This design comes from an exercise in tuning for small area on the open sky130 flow, not from production work.
Power and IR drop assume default switching activity.

==> v21: inputs <==
==> flow/design.v <==
`timescale 1ns / 1ps
module parking(
    input clk,
    input sw,
    input rst,
    input come, place, stop_car,
    output reg full_switch,
    output [15:0] stop_place_num_light,
    input leave,
    input [3:0] outplace_carnum,
    output reg count_down, empty_switch,
    output [6:0] money,
    output reg [6:0] stop_time,
    output [127:0] car_leave_light,
    input [3:0] keyboard_val,
    input pay,
    input empty, change,
    input [3:0] initial_money,
    input [2:0] per_money,
    input [3:0] place_number,
    output [119:0] information_light,
    output [55:0] pay_light,
    input time_end,
    output reg allpay
);
    function [7:0] seg;
        input [3:0] d;
        begin
            seg[7] = 1'b1;
            seg[0] = 16'b1111110000010010 >> d;
            seg[1] = 16'b1111110001100000 >> d;
            seg[2] = 16'b1111110000000100 >> d;
            seg[3] = 16'b1111110010010010 >> d;
            seg[4] = 16'b1111111010111010 >> d;
            seg[5] = 16'b1111110010001110 >> d;
            seg[6] = 16'b1111110010000011 >> d;
        end
    endfunction
    function [15:0] seg2;
        input [6:0] v;
        reg [3:0] t;
        reg [6:0] u;
        begin
            t = v / 7'd10;
            u = v - t * 7'd10;
            seg2 = {seg(t), seg(u[3:0])};
        end
    endfunction
    reg [5:0] tb;
    wire tick = (tb == 6'd0);
    wire slot = (tb >= 6'd5) && (tb <= 6'd9);
    always @(posedge clk)
        if (rst || tb == 6'd44) tb <= 6'd0;
        else tb <= tb + 6'd1;
    reg [3:0] kv_q;
    reg t1;
    reg [7:0] haspay;
    wire key_a = keyboard_val == 4'hA;
    wire key_d = keyboard_val == 4'hD;
    wire allpay_n = key_d | (allpay & ~key_a);
    wire t1_n = t1 & ~key_a & ~key_d;
    wire add = pay & ~allpay_n & ~t1_n;
    always @(posedge clk) begin
        kv_q <= keyboard_val;
        if (rst) begin
            t1 <= 1'b0;
            haspay <= 8'd0;
            allpay <= 1'b0;
        end else if (keyboard_val != kv_q) begin
            allpay <= allpay_n;
            t1 <= t1_n | add;
            if (add) haspay <= haspay + {keyboard_val, 3'b000} + {keyboard_val, 1'b0} + keyboard_val;
        end
    end
    reg [7:0] occA, occB;           
    reg [2:0] empty_place;
    reg [3:0] initial_mon, place_num;
    reg [2:0] per;
    reg sp_v, sp_row;
    reg [2:0] sp_idx;
    reg cl_v;
    reg [6:0] m_leave, m_pay;
    reg m_sel;                       
    reg [3:0] restA_c;               
    reg [3:0] restB_c;               
    reg [1:0] pl_mode;               
    reg pay_off;
    assign money = m_sel ? m_pay : m_leave;
    wire ctl = sw & ~stop_car;
    wire idle = ctl & ~come & ~leave;
    wire do_empty = idle & empty;
    wire do_info = idle & ~change;
    wire do_come = ctl & come & ~leave;
    wire do_park = sw & come & ~full_switch & ~leave & stop_car & slot;
    wire lv = ctl & ~come & ~full_switch & leave;
    wire do_leave = lv & ~allpay;
    wire do_pay = lv & allpay & ~time_end;
    reg [6:0] cpA [0:7];
    reg [6:0] cpB [0:7];
    wire [6:0] a0 = cpA[0];
    wire [6:0] a0p;
    assign a0p[0] = ~a0[0];
    genvar g, h;
    generate
        for (h = 1; h < 7; h = h + 1) begin : inc_a0
            assign a0p[h] = a0[h] ^ (&a0[h-1:0]);
        end
        for (g = 0; g < 8; g = g + 1) begin : ctr
            wire [6:0] qa = cpA[g];
            wire [6:0] qb = cpB[g];
            wire ena = tick & occA[g] & ~(qa[6] & qa[5] & qa[1] & qa[0]);
            wire [7:0] ca;
            assign ca[0] = ena;
            for (h = 0; h < 7; h = h + 1) begin : ch
                assign ca[h+1] = ca[h] & qa[h];
            end
            always @(posedge clk) cpA[g] <= rst ? 7'd0 : qa ^ ca[6:0];
            if (g == 0) begin : b0
                wire enb = tick & occB[0] & ~(qb[6] & qb[5] & (qb[2] | (qb[1] & qb[0])));
                always @(posedge clk) cpB[g] <= rst ? 7'd0 : enb ? a0p : qb;
            end else begin : bn
                wire enb = tick & occB[g] & ~(qb[6] & qb[5] & qb[1] & qb[0]);
                wire [7:0] cb;
                assign cb[0] = enb;
                for (h = 0; h < 7; h = h + 1) begin : ch
                    assign cb[h+1] = cb[h] & qb[h];
                end
                always @(posedge clk) cpB[g] <= rst ? 7'd0 : qb ^ cb[6:0];
            end
        end
    endgenerate
    wire [7:0] occA_i = do_empty ? 8'd0 : occA;
    wire [7:0] occB_i = do_empty ? 8'd0 : occB;
    wire [7:0] cmask = (place_number >= 4'd8) ? 8'hFF : ~(8'hFF << place_number[2:0]);
    wire [7:0] freeA = ~occA_i & cmask;
    wire [7:0] freeB = ~occB_i & cmask;
    wire [3:0] restA = freeA[0] + freeA[1] + freeA[2] + freeA[3] + freeA[4] + freeA[5] + freeA[6] + freeA[7];
    wire [3:0] restB = freeB[0] + freeB[1] + freeB[2] + freeB[3] + freeB[4] + freeB[5] + freeB[6] + freeB[7];
    wire [7:0] occR = place ? occA : occB;
    reg [2:0] ff;
    always @* begin
        casez (occR)
            8'b???????0: ff = 3'd0;
            8'b??????01: ff = 3'd1;
            8'b?????011: ff = 3'd2;
            8'b????0111: ff = 3'd3;
            8'b???01111: ff = 3'd4;
            8'b??011111: ff = 3'd5;
            8'b?0111111: ff = 3'd6;
            default:     ff = 3'd7;
        endcase
    end
    wire rfull = &occR;
    wire [2:0] ep_n = rfull ? empty_place : ff;
    wire [2:0] ox = outplace_carnum[2:0];
    wire ovalid = ~outplace_carnum[3];
    wire [7:0] occL = place ? occA : occB;
    wire occ_l = occL[ox];
    wire [6:0] cp_l = place ? cpA[ox] : cpB[ox];
    wire [3:0] units = (cp_l > 7'd10) ? 4'd10 : cp_l[3:0];
    wire [6:0] fee = initial_mon + per * units;
    wire taken = ovalid & occ_l;
    wire [6:0] money_lv = taken ? fee : money;
    wire [7:0] diff = haspay - {1'b0, money};
    wire short = {1'b0, money} < haspay;
    wire do_settle = do_pay & ~pay_off;
    wire pay_set = do_settle & ~short & ovalid;
    integer k;
    always @(posedge clk) begin
        if (rst) begin
            occA <= 8'd0;
            occB <= 8'd0;
            full_switch <= 1'b0;
            initial_mon <= 4'd9;
            place_num <= 4'd8;
            per <= 3'd5;
            empty_place <= 3'd0;
            count_down <= 1'b0;
            empty_switch <= 1'b0;
            stop_time <= 7'd0;
            sp_v <= 1'b0;
            sp_row <= 1'b0;
            sp_idx <= 3'd0;
            cl_v <= 1'b0;
            m_leave <= 7'd0;
            m_pay <= 7'd0;
            m_sel <= 1'b0;
            restA_c <= 4'd15;
            restB_c <= 4'd8;
            pl_mode <= 2'd0;
            pay_off <= 1'b0;
        end else begin
            if (do_empty) begin
                occA <= 8'd0;
                occB <= 8'd0;
            end
            if (do_info) begin
                initial_mon <= initial_money;
                place_num <= place_number;
                per <= per_money;
                restA_c <= (restB == 4'd8) ? 4'd8 : restA;
                if (restB != 4'd8) restB_c <= restB;
            end
            if (do_come) begin
                empty_place <= ep_n;
                full_switch <= rfull | ({1'b0, ep_n} >= place_num);
            end
            if (do_park) begin
                if (place) occA[empty_place] <= 1'b1;
                else occB[empty_place] <= 1'b1;
                sp_v <= 1'b1;
                sp_row <= place;
                sp_idx <= empty_place;
            end
            if (do_leave) begin
                empty_switch <= ovalid & ~occ_l;
                if (taken) stop_time <= cp_l;
                m_leave <= money_lv;
                m_sel <= 1'b0;
                count_down <= ~count_down;
                pay_off <= 1'b0;
                cl_v <= 1'b1;
            end
            if (do_pay) begin
                if (pay_off) pl_mode <= 2'd1;
                else begin
                    m_pay <= diff[6:0];
                    m_sel <= 1'b1;
                    if (short) begin
                        pl_mode <= 2'd2;
                        count_down <= ~count_down;
                    end else begin
                        pl_mode <= 2'd3;
                        pay_off <= 1'b1;
                    end
                end
            end
            if (pay_set) begin
                if (place) occA[ox] <= 1'b1;
                else occB[ox] <= 1'b1;
            end
        end
    end
    assign stop_place_num_light = sp_v ? {sp_row ? 8'b10001000 : 8'b10000011, seg({1'b0, sp_idx})} : 16'd0;
    assign car_leave_light = cl_v ? {32'b10000111_11110000_11001000_10000110, 8'b11111111, seg2(stop_time),
                                     8'b01111111, 40'b11001000_10100011_10101011_10000110_10010001, 8'b11111111,
                                     seg2(m_leave)} : 128'd0;
    wire info_v = restA_c != 4'd15;
    assign information_light = info_v ? {8'b10001000, seg(restA_c), 8'b11111111, 8'b10000011,
                                         restB_c[3] ? 8'd0 : seg(restB_c), 8'b11111111,
                                         16'b10110110_10000111, seg(initial_mon), 8'b11111111,
                                         16'b10000110_10001000, seg({1'b0, per})} : 120'd0;
    assign pay_light = (pl_mode == 2'd0) ? 56'd0 :
                       (pl_mode == 2'd1) ? 56'b10000111_11110000_11001000_10000110_10000110_10101011_10100001 :
                       {pl_mode[0] ? 40'b10000011_10001000_11000110_10001010_11111111
                                   : 40'b10101011_10000110_10000110_10100001_11111111, seg2(m_pay)};
endmodule
==> flow/run.sh <==
#!/bin/bash
# synth_recipe.tcl (not shown) runs the flow's synth.tcl, then flattens the netlist and writes it again
# the make line also repeats each setting of config.mk as NAME=value (left out here)
make -C /OpenROAD-flow-scripts/flow DESIGN_CONFIG=/design/flow/config.mk WORK_HOME=/design/flow/orfs CLKGATE_MAP_FILE= SYNTH_SCRIPT=/design/flow/synth_recipe.tcl finish
==> flow/config.mk <==
export PLATFORM = sky130hd
export DESIGN_NAME = parking
export DESIGN_NICKNAME = parking
export VERILOG_FILES = /design/flow/design.v
export SDC_FILE = /design/flow/constraint.sdc
export NUM_CORES = 4
export LEC_CHECK = 0
export ABC_AREA = 1
export CAP_MARGIN = 20
export CORE_MARGIN = 2
export CORE_UTILIZATION = 40
export CTS_BUF_LIST = sky130_fd_sc_hd__clkbuf_4
export SLEW_MARGIN = 20
==> flow/constraint.sdc <==
create_clock -name core_clock -period 20.0 [get_ports {clk}]
set_input_delay 4.0000 -clock core_clock [delete_from_list [all_inputs] [get_ports {clk}]]
set_output_delay 4.0000 -clock core_clock [all_outputs]
set_load 0.01 [all_outputs]
==> inputs of v23, as changes to v21 <==
==> flow/flow/run.sh (new file) <==
#!/bin/bash
# The standard layout, with the port buffers made from the smallest buffer cell.
set -euo pipefail
bash standard.sh BUFFER_PORTS_ARGS="-buffer_cell sky130_fd_sc_hd__buf_1" > standard.log 2>&1
==> flow/standard.sh (new file) <==
#!/bin/bash
# synth_recipe.tcl (not shown) runs the flow's synth.tcl, then flattens the netlist and writes it again
# the make line also repeats each setting of config.mk as NAME=value (left out here)
make -C /OpenROAD-flow-scripts/flow DESIGN_CONFIG=/design/flow/config.mk WORK_HOME=/design/flow/orfs CLKGATE_MAP_FILE= SYNTH_SCRIPT=/design/flow/synth_recipe.tcl "${@:-finish}"
removed: flow/run.sh
==> notes.md <==
                                                                                       v23                      v21
Share of cell area taken by multi-input logic gates                                 0.5434                   0.4957
Startpoint of the most critical hold path                                             cl_v                haspay[7]
Proportion of total power due to net switching                                      0.3120                   0.3007
Post-DR wirelength/cell                                                           14.25 µm                 14.74 µm
Combinational gate power                                                        0.000187 W               0.000208 W
Number of detailed-routing iterations run before antenna repair                          7                        5
Final worst slack                                                                 11.45 ns                 11.08 ns
Area of the multi-input gates                                                     9283 µm²                 9291 µm²
Met2 layer wire length in the routed design                                       20010 µm                 21140 µm
Relative area change from synthesis to final layout                                 5.209%                   15.44%
Vias in the first global route                                                       12720                    12860
Power Internal                                                                 0.0006819 W              0.0007007 W
Vias post-DR                                                                         13970                    13890
Antenna cell count                                                                       3                        2
Run status                                                         complete, no violations  complete, no violations
Net count reported at finish                                                          2638                     2637
NonClk Buf Share                                                                   0.06336                   0.1467
Fraction of final layout cells with drive strength greater than 1                  0.06828                  0.06753
Part of the power in combinational logic                                             0.189                    0.208
Static leakage                                                                    8.246 nW                 8.854 nW
Max Clk Rate                                                                    0.1170 GHz               0.1121 GHz
Endpoint of the most critical setup path                                        m_leave[6]      car_leave_light[77]
Met2 GRT Util                                                                       0.3286                   0.3543
No functional check of the RTL was part of any run of this note.

## afterwards: timing with drivers on the ports
No port has a modelled driver above. Below, the same layouts with a new extraction and two added sets of constraints.
Step 1: set_driving_cell puts a clkbuf_16 on clk and a buf_2 on each other input, an assumption about the parent block.
Step 2 also shifts input and output timing later by t, the mid clock arrival at the registers, as if the neighbouring blocks saw the same clock.
Three values: no drivers, after step 1, after step 2; two values: the first two.
run | t, ns | setup WS [ns] | hold slack, ns | worst register clock-pin slew, ns | worst slew at a driven data input, ns
v21 | 0.732 | 11.080 / 11.032 / 10.365 | 0.455 / 0.455 / 0.455 | 0.07 / 0.07 | 0.08
v23 | 0.734 | 11.450 / 11.434 / 10.705 | 0.455 / 0.455 / 0.455 | 0.08 / 0.08 | 0.08
After both steps setup and hold are still met in every run listed. The setup slack of v23, which loses most, moves by -0.016 ns with the drivers and by -0.745 ns with both steps.
